This design comes from an exercise in tuning for small area, a short achievable clock period and few clock cycles per item on the open sky130 flow, not from production work. Only simulation tests tie the RTL to the original design; equivalence was not proved.

Design SNN, start of the top module:
module SNN(
	input            clk,
	input            rst_n,
	input            in_valid,
	input [7:0]      img,
	input [7:0]      ker,
	input [7:0]      weight,
	output reg       out_valid,
	output reg [9:0] out_data
);
For scale: ~3300 cells after synthesis, ~530 flip-flops, roughly 40000 sq um of cells after synthesis.
==> flow/config.mk <==
export PLATFORM = sky130hd
export DESIGN_NAME = SNN
export DESIGN_NICKNAME = SNN
export VERILOG_FILES = /design/flow/design.v
export SDC_FILE = /design/flow/constraint.sdc
export NUM_CORES = 4
export LEC_CHECK = 0
export ABC_CLOCK_PERIOD_IN_PS = 4000
export CAP_MARGIN = 20
export CORE_MARGIN = 2
export CORE_UTILIZATION = 40
export CTS_CLUSTER_DIAMETER = 80
export CTS_CLUSTER_SIZE = 25
export SLEW_MARGIN = 20
export SYNTH_HIERARCHICAL = 1
export SYNTH_MINIMUM_KEEP_SIZE = 0
==> flow/constraint.sdc <==
create_clock -name core_clock -period 16.0 [get_ports {clk}]
set_input_delay 3.2000 -clock core_clock [delete_from_list [all_inputs] [get_ports {clk}]]
set_output_delay 3.2000 -clock core_clock [all_outputs]
set_load 0.01 [all_outputs]
standard.sh (not shown) runs the stock make flow with config.mk's settings and CLKGATE_MAP_FILE= SYNTH_SCRIPT=/design/flow/synth_recipe.tcl, a recipe that flattens the netlist after the stock synthesis.
==> flow/flow/run.sh <==
#!/bin/bash
# Standard ORFS layout (the standard.sh, unchanged synthesis and
# clock tree), with repair_timing aiming for 11.7 ns of setup margin at
# the design's 16 ns clock, and the port buffers given buf_2 cells.
set -euo pipefail
bash standard.sh SETUP_SLACK_MARGIN=11.8 "BUFFER_PORTS_ARGS=-buffer_cell sky130_fd_sc_hd__buf_2" finish > standard_flow.log 2>&1
Testbench counts at the start, summed over its fixed seeds: cycles 25,920, items 320.
Rerun with:
==> flow/flow/run.sh (replaced) <==
#!/bin/bash
# Standard ORFS layout (the standard.sh, unchanged synthesis and
# clock tree), with repair_timing aiming for 11.7 ns of setup margin at
# the design's 16 ns clock, and the port buffers given buf_2 cells.
set -euo pipefail
bash standard.sh SETUP_SLACK_MARGIN=11.7 "BUFFER_PORTS_ARGS=-buffer_cell sky130_fd_sc_hd__buf_2" finish > standard_flow.log 2>&1
Settings changed: CORE_UTILIZATION 40 to 55, PLACE_DENSITY from default to 0.65.
Result: Flip-flop and latch count stays the same. Non-clock buffer count is higher by 2. Routed wire length is higher by 1.2%. Global-route usage is higher by 6.7 points. Via count is higher by 3.3%. Die area is lower by 27%. First-iteration DRC count is higher by 45%. Synthesized area stays the same. Worst setup slack loses 0.027 ns.
Rerun with:
Settings changed: CORE_UTILIZATION 55 to 40, PLACE_DENSITY 0.65 to default.
The new run ran to the end with no violations.
Die area increases by 37%.
Clock skew hardly moves.
Final area rises by 0.82%.
Setup slack is worse by 0.046 ns.
Wire length went down by 1.4%.
Utilization shrinks by 15 points.
Maximum frequency is lower by 1.0%.
Worst hold slack gets worse by 0.0088 ns.

* * *

Another version of the RTL of SNN (not shown whole).
Size: ~4,200 cells after synthesis, ~590 flip-flops, ~38 I/O pins.
==> flow/design.v (excerpt) <==
module SNN(
	input            clk,
	input            rst_n,
	input            in_valid,
	input [7:0]      img,
	input [7:0]      ker,
	input [7:0]      weight,
	output reg       out_valid,
	output reg [9:0] out_data
);
export LEC_CHECK = 0
export ABC_AREA = 1
export CAP_MARGIN = 20
export CORE_MARGIN = 2
export CORE_UTILIZATION = 40
export SLEW_MARGIN = 20
export SYNTH_HIERARCHICAL = 1
export SYNTH_MINIMUM_KEEP_SIZE = 0
create_clock -name core_clock -period 16.0 [get_ports {clk}]
==> flow/flow/run.sh <==
#!/bin/bash
# Standard ORFS layout (the standard.sh with its unchanged synthesis),
# with repair_timing aiming for 11.7 ns of setup margin at the design's
# 16 ns clock, port buffers of buf_2 cells, and clock tree synthesis with
# sink clusters of up to 25 flip-flops within 80 um and no dummy loads.
set -euo pipefail
bash standard.sh SETUP_SLACK_MARGIN=11.7 \
  "BUFFER_PORTS_ARGS=-buffer_cell sky130_fd_sc_hd__buf_2" \
  "CTS_ARGS=-sink_clustering_enable -repair_clock_nets -sink_clustering_size 25 -sink_clustering_max_diameter 80 -dont_use_dummy_load" \
  finish > standard_flow.log 2>&1
The first run finished clean.
Testbench counts at the start, summed over its fixed seeds: cycles 25,920, items 320.
Next try:
--- a/flow/flow/run.sh
+++ b/flow/flow/run.sh
@@ -7,4 +7,4 @@
 bash standard.sh SETUP_SLACK_MARGIN=11.7 \
   "BUFFER_PORTS_ARGS=-buffer_cell sky130_fd_sc_hd__buf_2" \
-  "CTS_ARGS=-sink_clustering_enable -repair_clock_nets -sink_clustering_size 25 -sink_clustering_max_diameter 80 -dont_use_dummy_load" \
+  "CTS_ARGS=-sink_clustering_enable -repair_clock_nets -sink_clustering_size 20 -sink_clustering_max_diameter 50 -dont_use_dummy_load" \
   finish > standard_flow.log 2>&1
- ABC_AREA: 1 -> default
- ABC_CLOCK_PERIOD_IN_PS: default -> 4000
- CORE_UTILIZATION: 40 -> 60
- PLACE_DENSITY: default -> 0.75
What happened: Global-route usage rises by 6.4 points. Worst setup slack got worse by 0.035 ns.
Next try:
--- a/flow/flow/run.sh
+++ b/flow/flow/run.sh
@@ -7,4 +7,4 @@
 bash standard.sh SETUP_SLACK_MARGIN=11.7 \
   "BUFFER_PORTS_ARGS=-buffer_cell sky130_fd_sc_hd__buf_2" \
-  "CTS_ARGS=-sink_clustering_enable -repair_clock_nets -sink_clustering_size 20 -sink_clustering_max_diameter 50 -dont_use_dummy_load" \
+  "CTS_ARGS=-sink_clustering_enable -repair_clock_nets -sink_clustering_size 25 -sink_clustering_max_diameter 80 -dont_use_dummy_load" \
   finish > standard_flow.log 2>&1
- CORE_UTILIZATION: 60 -> 70
- PLACE_DENSITY: 0.75 -> 0.8
Outcome: The new run finished clean. Wire length goes up by 3.1%. Setup slack is better by 0.032 ns. Final area shrinks by 1.9%. Via count grows by 1.5%. Utilization came out higher by 8.5 points. Sequential share of layout area is higher by 0.68 points. Count of clock-buffer cells in the layout came out lower by 25. Register-to-register slack improved by 0.04 ns. Fmax went up by 0.76%.

## separate check: timing with driven ports
The results above use ideal ports. As a check the final layouts listed here were re-extracted and re-timed, cells and wires unchanged.
Step 1 assumes that a clkbuf_16 drives the clock port and a buf_2 every other input.
Step 2 moves the port delays by t, midway between the first and last clock arrival at a register: inputs arrive t later, outputs are due t later. That takes back most of the time a late clock gives input paths.
Three values: no drivers, after step 1, after step 2; two values: the first two.
| run | t, ns | setup slack, ns | worst hold slack (ns) |
|---|---|---|---|
| the first run of note 1 | 0.651 | 11.672 / 11.655 / 11.215 | 0.319 / 0.319 / 0.319 |
| the second run of note 1 | 0.641 | 11.645 / 11.628 / 11.163 | 0.330 / 0.330 / 0.330 |
| the third run of note 1 | 0.668 | 11.599 / 11.599 / 11.140 | 0.322 / 0.322 / 0.322 |
| the first run of note 2 | 0.640 | 11.711 / 11.644 / 11.074 | 0.280 / 0.280 / 0.280 |
| the second run of note 2 | 0.670 | 11.676 / 11.610 / 11.059 | 0.294 / 0.294 / 0.294 |
| the third run of note 2 | 0.607 | 11.708 / 11.645 / 11.180 | 0.288 / 0.288 / 0.288 |
After both steps setup and hold are still met in every run listed. For the first run of note 2, which loses most, drivers alone change the setup slack by -0.067 ns; drivers and shift together by -0.637 ns.
